Context: an optimization exercise on an open-source flow, tuned for small area. The choices shown serve that exercise and are no tape-out recipe. Only simulation tests tie the RTL to the original design; equivalence was not proved. Power is estimated from default activity; no workload was simulated.

==> design.v <==
`timescale 1ns / 1ps
module mode(clk_05hz,clk_2hz,sw0, sw1, outyl1, outyl2, train1, train2);
    input clk_05hz,clk_2hz,sw0, sw1;
    output reg outyl1, outyl2, train1, train2;
    always @ (clk_05hz,clk_2hz,sw0,sw1) begin
        if (sw0 == 1) begin
            if (sw1 == 1) begin
                outyl1 <= clk_05hz;
                outyl2 <= clk_05hz;
                train1 <= clk_2hz;
                train2 <= ~clk_2hz;
            end
            else begin
                outyl1 <= clk_05hz;
                outyl2 <= clk_05hz;
                train1 <= 1'b0;
                train2 <= 1'b0;
            end
        end
        else begin
            if (sw1 == 1) begin
                outyl1 <= 1'b0;
                outyl2 <= 1'b0;
                train1 <= clk_2hz;
                train2 <= ~clk_2hz;
            end
            else begin
                outyl1 <= 1'b0;
                outyl2 <= 1'b0;
                train1 <= 1'b0;
                train2 <= 1'b0;
            end
        end
    end
endmodule    
module count_time1(clk,en,G1,Y1,sw0,set,rst,seg,run);
input clk,en,sw0,set,rst,run;
input [7:0] G1,Y1;
output [7:0] seg;
reg [7:0] pre_count,count;
assign seg[7:0] =        count == 8'd100 ? 8'b1010_1010 :
                         count == 8'd88 ?  9'b1000_1000 :
                         count == 8'd30 ?  8'b0011_0000 :
                         count == 8'd29 ?  8'b0010_1001 :
                         count == 8'd28 ?  8'b0010_1000 :
                         count == 8'd27 ?  8'b0010_0111 :
                         count == 8'd26 ?  8'b0010_0110 :
                         count == 8'd25 ?  8'b0010_0101 :
                         count == 8'd24 ?  8'b0010_0100 :
                         count == 8'd23 ?  8'b0010_0011 :
                         count == 8'd22 ?   8'b0010_0010 :
                         count == 8'd21 ?   8'b0010_0001 :
                         count == 8'd20 ?  8'b0010_0000 :
                         count == 8'd19 ?  8'b0001_1001 :
                         count == 8'd18 ?  8'b0001_1000 :
                         count == 8'd17 ?  8'b0001_0111 :
                         count == 8'd16 ?  8'b0001_0110 :
                         count == 8'd15 ?  8'b0001_0101 :
                         count == 8'd14 ?  8'b0001_0100 :
                         count == 8'd13 ?  8'b0001_0011 :
                         count == 8'd12 ?  8'b0001_0010 :
                         count == 8'd11 ? 8'b0001_0001 :
                         count == 8'd10 ? 8'b0001_0000 :
                         count == 8'd9 ?  8'b0000_1001 :
                         count == 8'd8 ?  8'b0000_1000 :
                         count == 8'd7 ?  8'b0000_0111 :
                         count == 8'd6 ?  8'b0000_0110 :
                         count == 8'd5 ?  8'b0000_0101 :
                         count == 8'd4 ?  8'b0000_0100 :
                         count == 8'd3 ?  8'b0000_0011 :
                         count == 8'd2 ?  8'b0000_0010 :
                                         8'b0000_0001 ;
    always @(posedge clk) if (en) begin
    if(rst) begin
    pre_count<= 8'd7;
    count<= 8'd88;
    end
    else if(run) begin
    pre_count<= G1;
    count<=8'd88;
    end
    else if (sw0) begin
    pre_count <= G1;
      count <= 8'd100;
    end
    else if (set) begin
    pre_count <= G1;
      count <= G1;
    end
    else if (count > 1) begin
      if(count==8'd100|| count==8'd88) count<=G1;
      else
      count <= count - 1;
    end
    else begin
        case (pre_count)
        G1+Y1: begin
        count <= G1;
        pre_count<=G1;end
        G1: begin
        count <= Y1;
        pre_count <=Y1;end
        Y1: begin
        count <= G1+Y1;
        pre_count <=G1+Y1;
        end
        default:begin
        pre_count<= G1;
        count<= G1+1;
        end
      endcase
end
end
endmodule
module count_time2(clk,en,G1,Y1,sw0,set,rst,seg,run);
input clk,en,sw0,set,rst,run;
input [7:0] G1,Y1;
output [7:0] seg;
reg [7:0] pre_count,count;
assign seg[7:0] =        count == 8'd100 ? 8'b1010_1010 :
                         count == 8'd88 ?  9'b1000_1000 :
                         count == 8'd30 ?  8'b0011_0000 :
                         count == 8'd29 ?  8'b0010_1001 :
                         count == 8'd28 ?  8'b0010_1000 :
                         count == 8'd27 ?  8'b0010_0111 :
                         count == 8'd26 ?  8'b0010_0110 :
                         count == 8'd25 ?  8'b0010_0101 :
                         count == 8'd24 ?  8'b0010_0100 :
                         count == 8'd23 ?  8'b0010_0011 :
                         count == 8'd22 ?   8'b0010_0010 :
                         count == 8'd21 ?   8'b0010_0001 :
                         count == 8'd20 ?  8'b0010_0000 :
                         count == 8'd19 ?  8'b0001_1001 :
                         count == 8'd18 ?  8'b0001_1000 :
                         count == 8'd17 ?  8'b0001_0111 :
                         count == 8'd16 ?  8'b0001_0110 :
                         count == 8'd15 ?  8'b0001_0101 :
                         count == 8'd14 ?  8'b0001_0100 :
                         count == 8'd13 ?  8'b0001_0011 :
                         count == 8'd12 ?  8'b0001_0010 :
                         count == 8'd11 ? 8'b0001_0001 :
                         count == 8'd10 ? 8'b0001_0000 :
                         count == 8'd9 ?  8'b0000_1001 :
                         count == 8'd8 ?  8'b0000_1000 :
                         count == 8'd7 ?  8'b0000_0111 :
                         count == 8'd6 ?  8'b0000_0110 :
                         count == 8'd5 ?  8'b0000_0101 :
                         count == 8'd4 ?  8'b0000_0100 :
                         count == 8'd3 ?  8'b0000_0011 :
                         count == 8'd2 ?  8'b0000_0010 :
                                         8'b0000_0001 ;
  always @(posedge clk) if (en) begin
    if(rst) begin
    pre_count <= 8'd10;
        count <= 8'd88;
        end
    else if(run) begin
        pre_count <= G1+Y1;
        count <= 8'd88;
    end
    else if (sw0) begin
    pre_count <= G1+Y1;
      count <= 8'd100;
    end
    else if(set) begin
    pre_count <= G1+Y1;
    count <= G1+Y1;
    end
    else if (count > 1) begin
    if(count==8'd100|| count==8'd88) count<=G1+Y1;
    else
      count <= count - 1;
    end
    else begin
        case (pre_count)
        G1+Y1: begin
        count <= G1;
        pre_count<=G1;end
        G1: begin
        count <= Y1;
        pre_count <=Y1;end
        Y1: begin
        count <= G1+Y1;
        pre_count <=G1+Y1;
        end
        default:begin
        pre_count<= G1+Y1;
        count<= G1+Y1+1;
        end
      endcase
    end
  end
  endmodule
module FSM(traffic1,traffic2,clk,en,rst,set,run,sw0,G1,Y1);
input clk,en,set,sw0,rst,run;
input [7:0] G1,Y1;
output reg [2:0] traffic1,traffic2;
reg [2:0] state, next_state;
reg [7:0] counter;
  parameter 
        RED		= 3'b001,
        YELLOW	= 3'b101,
        GREEN	= 3'b100;
    parameter		 
        S0 = 3'd0,	 
        S1 = 3'd1,	 
        S2 = 3'd2,	 
        S3 = 3'd3,	 
        OFF =3'd4;
   always @(state) begin
        case (state)
            S0: begin
                    traffic1 = GREEN;
                    traffic2 = RED;
                end
            S1: begin
                    traffic1 = YELLOW;
                    traffic2 = RED;
                end
            S2: begin
                    traffic1 = RED;
                    traffic2 = GREEN;
                end
            S3: begin
                    traffic1 = RED;
                    traffic2 = YELLOW;
                end
            OFF:begin
                    traffic1 = 3'b000;
                    traffic2 = 3'b000;
                end
            default: begin 
                    traffic1 = 3'b000;
                    traffic2 = 3'b000;
                    end
        endcase
    end
    always @(posedge clk) if (en) begin
          if(rst) begin
                state<=OFF;
                counter<=8'd2;
                  end
          else if(run) begin
                state<=OFF;
                  end
          else if(set) begin
                state<=OFF;
                  end
          else if(sw0) begin
                state<=OFF;
                end
          else begin
                state <= next_state;
                end
    case (state)
        S0:if (counter < G1) begin
                    counter <= counter + 8'd1;
                end else begin
                    next_state <= S1;
                    counter <= 8'd1;
                    end
        S1:if (counter < Y1) begin
                    counter <= counter + 8'd1;
                end else begin
                    next_state <= S2;
                    counter <= 8'd1;
                end
        S2:   if (counter < G1) begin
                    counter <= counter + 8'd1;
                end else begin
                    next_state <= S3;
                    counter <= 8'd1;
                end
        S3:  if (counter < Y1) begin
                    counter <= counter + 8'd1;
                end else begin
                    next_state <= S0;
                    counter <= 8'd1;
                end
        OFF: begin
                    next_state<=S0;
                    counter<=8'd2;
                    end
    endcase
end
endmodule
module clk_divider_1hz(
   input clock_in,
   input rst,
output reg clock_out,
output tick);
reg[7:0] counter;
parameter DIVISOR = 8'd100;
assign tick = ~clock_out & (counter<DIVISOR/2);
always @(posedge clock_in)
begin
 if (rst) begin
  counter <= 8'd0;
  clock_out <= 1'b0;
 end else begin
 counter <= counter + 8'd1;
 if(counter>=(DIVISOR-1))
  counter <= 8'd0;
 clock_out <= (counter<DIVISOR/2)?1'b1:1'b0;
 end
end
endmodule
module clk_divider_05hz(
     input clock_in,
     input rst,
output reg clock_out);
reg[7:0] counter;
parameter DIVISOR = 8'd200;
always @(posedge clock_in)
begin
 if (rst) begin
  counter <= 8'd0;
  clock_out <= 1'b0;
 end else begin
 counter <= counter + 8'd1;
 if(counter>=(DIVISOR-1))
  counter <= 8'd0;
 clock_out <= (counter<DIVISOR/2)?1'b1:1'b0;
 end
end
endmodule
module clk_divider_2hz(
     input clock_in,
     input rst,
output reg clock_out);
reg[7:0] counter;
parameter DIVISOR = 8'd50;
always @(posedge clock_in)
begin
 if (rst) begin
  counter <= 8'd0;
  clock_out <= 1'b0;
 end else begin
 counter <= counter + 8'd1;
 if(counter>=(DIVISOR-1))
  counter <= 8'd0;
 clock_out <= (counter<DIVISOR/2)?1'b1:1'b0;
 end
end
endmodule  
module main_proj ( 
input clk,sw0,sw1,bgreen1,bgreen2,byellow1,byellow2,set,rst,run,
output [7:0] seg1,
output [7:0] seg2,
output [2:0] traffic1,traffic2,
output outyl1,outyl2,
output train1,train2);
wire clk_1hz,clk_2hz,clk_05hz,tick_1hz;
wire en_1hz = rst | tick_1hz;
reg [7:0] Y_to_R_delay;
reg [7:0] G_to_Y_delay;
    clk_divider_05hz divider05(clk,rst,clk_05hz);
    clk_divider_1hz divider1(clk,rst,clk_1hz,tick_1hz);
    clk_divider_2hz divider2(clk,rst,clk_2hz);
    count_time1 c2(.clk(clk),.en(en_1hz),.G1(G_to_Y_delay),.Y1(Y_to_R_delay),.sw0(sw0),.set(set),.seg(seg1),.rst(rst),.run(run));
    count_time2 c1(.clk(clk),.en(en_1hz),.G1(G_to_Y_delay),.Y1(Y_to_R_delay),.sw0(sw0),.set(set),.seg(seg2),.rst(rst),.run(run));
    mode m1(.clk_2hz(clk_2hz),.clk_05hz(clk_05hz),.sw0(sw0), .sw1(sw1), .outyl1(outyl1), .outyl2(outyl2), .train1(train1), .train2(train2));
    FSM f1(.traffic1(traffic1),.traffic2(traffic2),.clk(clk),.en(en_1hz),.rst(rst),.run(run),.set(set),.sw0(sw0),.G1(G_to_Y_delay),.Y1(Y_to_R_delay));
    always @(posedge clk)
    if (en_1hz) begin
    if(rst) begin 
    Y_to_R_delay<=8'd3;
    G_to_Y_delay<=8'd7;
    end
    else if(set) begin
    if(byellow1) Y_to_R_delay<=Y_to_R_delay+8'd1;
    else if(byellow2) Y_to_R_delay<=Y_to_R_delay-8'd1;
    else if(bgreen1) G_to_Y_delay<=G_to_Y_delay+8'd1;
    else if(bgreen2) G_to_Y_delay<=G_to_Y_delay-8'd1;
    end
    end
endmodule
==> run.sh <==
#!/bin/bash
# synth_recipe.tcl (not shown) runs the flow's synth.tcl, then flattens the netlist and writes it again
# the make line also repeats each setting of config.mk as NAME=value (left out here)
make -C /OpenROAD-flow-scripts/flow DESIGN_CONFIG=/design/flow/config.mk WORK_HOME=/design/flow/orfs CLKGATE_MAP_FILE= SYNTH_SCRIPT=/design/flow/synth_recipe.tcl finish
==> config.mk <==
export PLATFORM = sky130hd
export DESIGN_NAME = main_proj
export DESIGN_NICKNAME = main_proj
export VERILOG_FILES = /design/flow/design.v
export SDC_FILE = /design/flow/constraint.sdc
export NUM_CORES = 4
export LEC_CHECK = 0
export CAP_MARGIN = 20
export CORE_MARGIN = 2
export CORE_UTILIZATION = 40
export SLEW_MARGIN = 20
==> constraint.sdc <==
create_clock -name core_clock -period 8.0 [get_ports {clk}]
set_input_delay 1.6000 -clock core_clock [delete_from_list [all_inputs] [get_ports {clk}]]
set_output_delay 1.6000 -clock core_clock [all_outputs]
set_load 0.01 [all_outputs]
==> impl_metrics.py <==
metrics = {
    "sta": {
        "layout_setup_ws_ns": 3.12,
        "hold_violations": 0,
        "layout_min_cycle_time_ns": 4.88,
        "fmax_mhz": 205,
        "setup_viol": 0,
        "tightest_slew_ns": 0.990,
        "worst_clock_skew_ns": 0.0110,
        "slew_headroom_pct": 33.9,
        "grt_setup_unrepaired": "false",
        "post-route-period-util_pct": 61.1,
        "drv_slew": 0,
        "tns_ns": 0,
    },
    "floorplanning": {
        "start_util_pct": 41.0,
        "fp.dieH_um": 143,
        "io_pins": 36,
        "die_x_um": 143,
        "core-area_mm2": 0.0188,
        "rows": 50,
        "die_area_mm2": 0.0205,
    },
    "detailed_routing": {
        "drt-wirelength-per-cell_um": 18.6,
        "first_pass_iters": 6,
        "drc_errors": 0,
        "drt_iter0_markers": 693,
        "dr_total_vias": 6800,
        "routed_wl_mm": 21.6,
        "ant_nets": 0,
        "vias_per_cell": 5.85,
    },
    "cts": {
        "cts-root-buf": "clkbuf_16",
        "post_cts_resized": 0,
        "cts_made_buffers": 9,
        "clkLatencyLatePin_ns": 0.35,
        "clock_path_buffers": 2,
        "cts_hold_buf": 0,
        "clock_sinks": 88,
        "h-tree-depth": 3,
        "clk_pin_slew_worst_paths_ns": 0.06,
        "cts_tree": "done",
        "cts_setup_buffers": 0,
    },
    "logic_synthesis": {
        "yosysTopAreaCell": "edfxtp_1",
        "synth_compound_area_share_pct": 21.3,
        "ys.flop_type": "edfxtp_1",
        "synth_mux_area_share_pct": 0.680,
        "ys_ff_latch": 88,
        "synthTopCellsByArea": "edfxtp_1 (24%), ha_1 (7.4%), dfxtp_1 (7.0%)",
        "synth_edf_count": 61,
        "yosysMostFrequentCell": "nor2_1",
        "seq_area_frac_synth_pct": 30.7,
        "syn_inst": 902,
        "synthXorXnorAreaFrac_pct": 14.9,
        "synthDistinctLibCells": 79,
        "synthSimpleGateAreaFrac_pct": 18.2,
        "synthAdderAreaFrac_pct": 8.22,
        "yosys.area.top_type_share_pct": 23.7,
        "synth_top_family_by_area": "compound AO/OA/AOI/OAI gates",
        "synthesis.area_mm2": 0.00773,
        "yosysWarnings": 8,
        "synth_area_per_cell_um2": 8.57,
        "synthTopCellsByCount": "nor2_1 (99), edfxtp_1 (61), xor2_1 (59)",
        "async_reset_ff_share_pct": 0,
    },
    "setup_path": {
        "path_class": "reg2out",
        "cp.required_ns": 6.40,
        "crit_path_max_fanout": 10,
        "worstSetupEndpointType": "primary output",
        "arrival_ns": 3.28,
        "critPathLaunchType": "flop",
    },
    "global_routing": {
        "grt_pass1_vias": 6372,
        "grt_max_degree": 47,
        "antenna_found_initial": 0,
        "track_usage_pct": 21.7,
        "grt_first_pass_wirelength_mm": 34.4,
        "overflow": 0,
    },
    "power_and_ir_drop": {
        "power_density_mw_per_mm2": 197,
        "swShare_pct": 36.0,
        "clockPowerShare_pct": 27.0,
        "seqPwrFrac_pct": 36.4,
        "p_leak_nw": 3.26,
        "intPower_mw": 1.07,
        "p_comb_share_pct": 36.6,
        "p_switching_mw": 0.603,
        "irDropWorstVdd_mv": 0.112,
    },
    "run": {
        "cap_violations": 0,
    },
    "placement": {
        "portBuffers": 31,
        "place_ws_ns": 3.31,
        "gp_congestion": 0.918,
        "dpl.hpwl_mm": 15.6,
    },
    "finish": {
        "drive_above_1_share_pct": 4.98,
        "fillers": 1848,
        "fin_nets": 957,
        "area_delta_synth_final_pct": 10.1,
        "antenna_cells": 0,
    },
    "hold_path": {
        "hp-class": "reg2reg",
    },
    "run_status": {
        "outcome": "no timing/DRC/antenna violations",
    },
}
==> layout by cell type, fill, tap and decap left out, drive strengths merged, types with 8 or more instances in the layout <==
cell / instances
nor2: 100
edfxtp: 61
xor2: 59
inv: 54
o21ai: 52
a21oi: 50
xnor2: 48
ha: 46
nand2: 44
nor3: 32
nand3: 30
clkdlybuf4s50: 30
dfxtp: 27
o22ai: 18
a221oi: 17
or3: 15
a31oi: 14
nor4: 13
clkbuf: 13
nand2b: 11
o211ai: 10
buf: 10
and3: 9
a21o: 8
xnor3: 8
==> critical path: stages, from the launching register on <==
cell	delay [ns]
edfxtp_1	0.40
inv_1	0.13
ha_1	0.32
nor2_1	0.48
o21ai_0	0.23
nor2_1	0.16
a22oi_1	0.11
nor2_1	0.18
mux2_2	0.17
nor2_1	0.04
a31oi_1	0.16
clkdlybuf4s50_1	0.55
==> area by class of cell <==
cell class	count	area [um2]	share of cell area, %
multi-input combinational	708	4920	57.8
sequential	88	2370	27.9
timing repair buffer	40	373	4.38
tap	260	325	3.82
clock buffer	13	304	3.57
inverter	51	191	2.25
clock inverter	3	23.8	0.279
==> registers in the layout, summed over array words and instances, names as in the netlist, 8 cells and up <==
signal             flops
f1.counter             8
G_to_Y_delay           8
divider1.counter       8
c2.count               8
Y_to_R_delay           8
c1.count               8
c1.pre_count           8
c2.pre_count           8
divider2.counter       8
divider05.counter      8
==> power by group through the flow <==
| stage | Combinational (mW) | Sequential (mW) | Clock, mW |
|---|---|---|---|
| global placement | 0.597 | 0.618 | 0 |
| detailed placement | 0.595 | 0.620 | 0 |
| global route | 0.664 | 0.617 | 0.484 |
| floorplan | 0.469 | 0.577 | 0 |
| finish | 0.612 | 0.610 | 0.453 |
| CTS | 0.601 | 0.610 | 0.466 |
==> layer usage <==
metal | wire length, um | global-route usage [%]
met1 | 9860 | 30.0
met2 | 9740 | 33.6
met3 | 1260 | 3.02
met4 | 729 | 9.74
met5 | 0 | 0
==> per-stage QoR <==
stage	cells	total power [mW]	util, %	hold WS, ns	area (um2)
4_1_cts	1163	1.68	45.2	0.452	8510
3_5_place_dp	1147	1.21	43.5	0.437	8180
5_1_grt	1163	1.76	45.2	0.474	8510
3_3_place_gp	1147	1.22	43.5	0.434	8180
2_1_floorplan	908	1.05	-	0.405	7750
6_report	1163	1.68	45.2	0.446	8510
==> kinds of logic after synthesis <==
family / after synthesis
AND/OR/NAND/NOR: 288
AO/OA/AOI/OAI: 243
XOR/XNOR: 116
buffers and inverters: 112
flip-flops: 88
adder cells (fa/ha/maj): 49
multiplexers: 5
other: 1
==> worst paths after layout <==
kind | from | end | slack (ns) | cells past startpoint
worst max-delay path | c2.count[0] | seg1[1] | 3.12 | 11
worst min-delay path | divider1.counter[0] | divider1.counter[0] | 0.45 | 1
worst max register to register | Y_to_R_delay[0] | c1.pre_count[3] | 3.23 | 9
worst min register to register | divider1.counter[0] | divider1.counter[0] | 0.45 | 1

==> separate check: timing with driven ports <==
The results above use ideal ports. As a check the final layout listed here was re-extracted and re-timed, cells and wires unchanged.
Step 1: set_driving_cell puts a clkbuf_16 on clk and a buf_2 on each other input, an assumption about the parent block.
Step 2 adds t to the input delays and takes it off the output delays; t is the mean of the earliest and latest rising clock arrival at the registers after step 1. Input paths then give back, and output paths get back, about the clock's delay inside the block.
a / b / c = no drivers / after step 1 / after step 2; a / b = the first two.
shift t [ns]: 0.386
setup slack, ns: 3.116 / 3.077 / 3.233
hold slack, ns: 0.446 / 0.446 / 0.446
slew at the worst register clock pin (ns): 0.07 / 0.07
cell pins on the clock port's net: 1
After both steps this run still meets setup and hold. For this run, drivers alone change the setup slack by -0.039 ns; drivers and shift together by +0.117 ns.
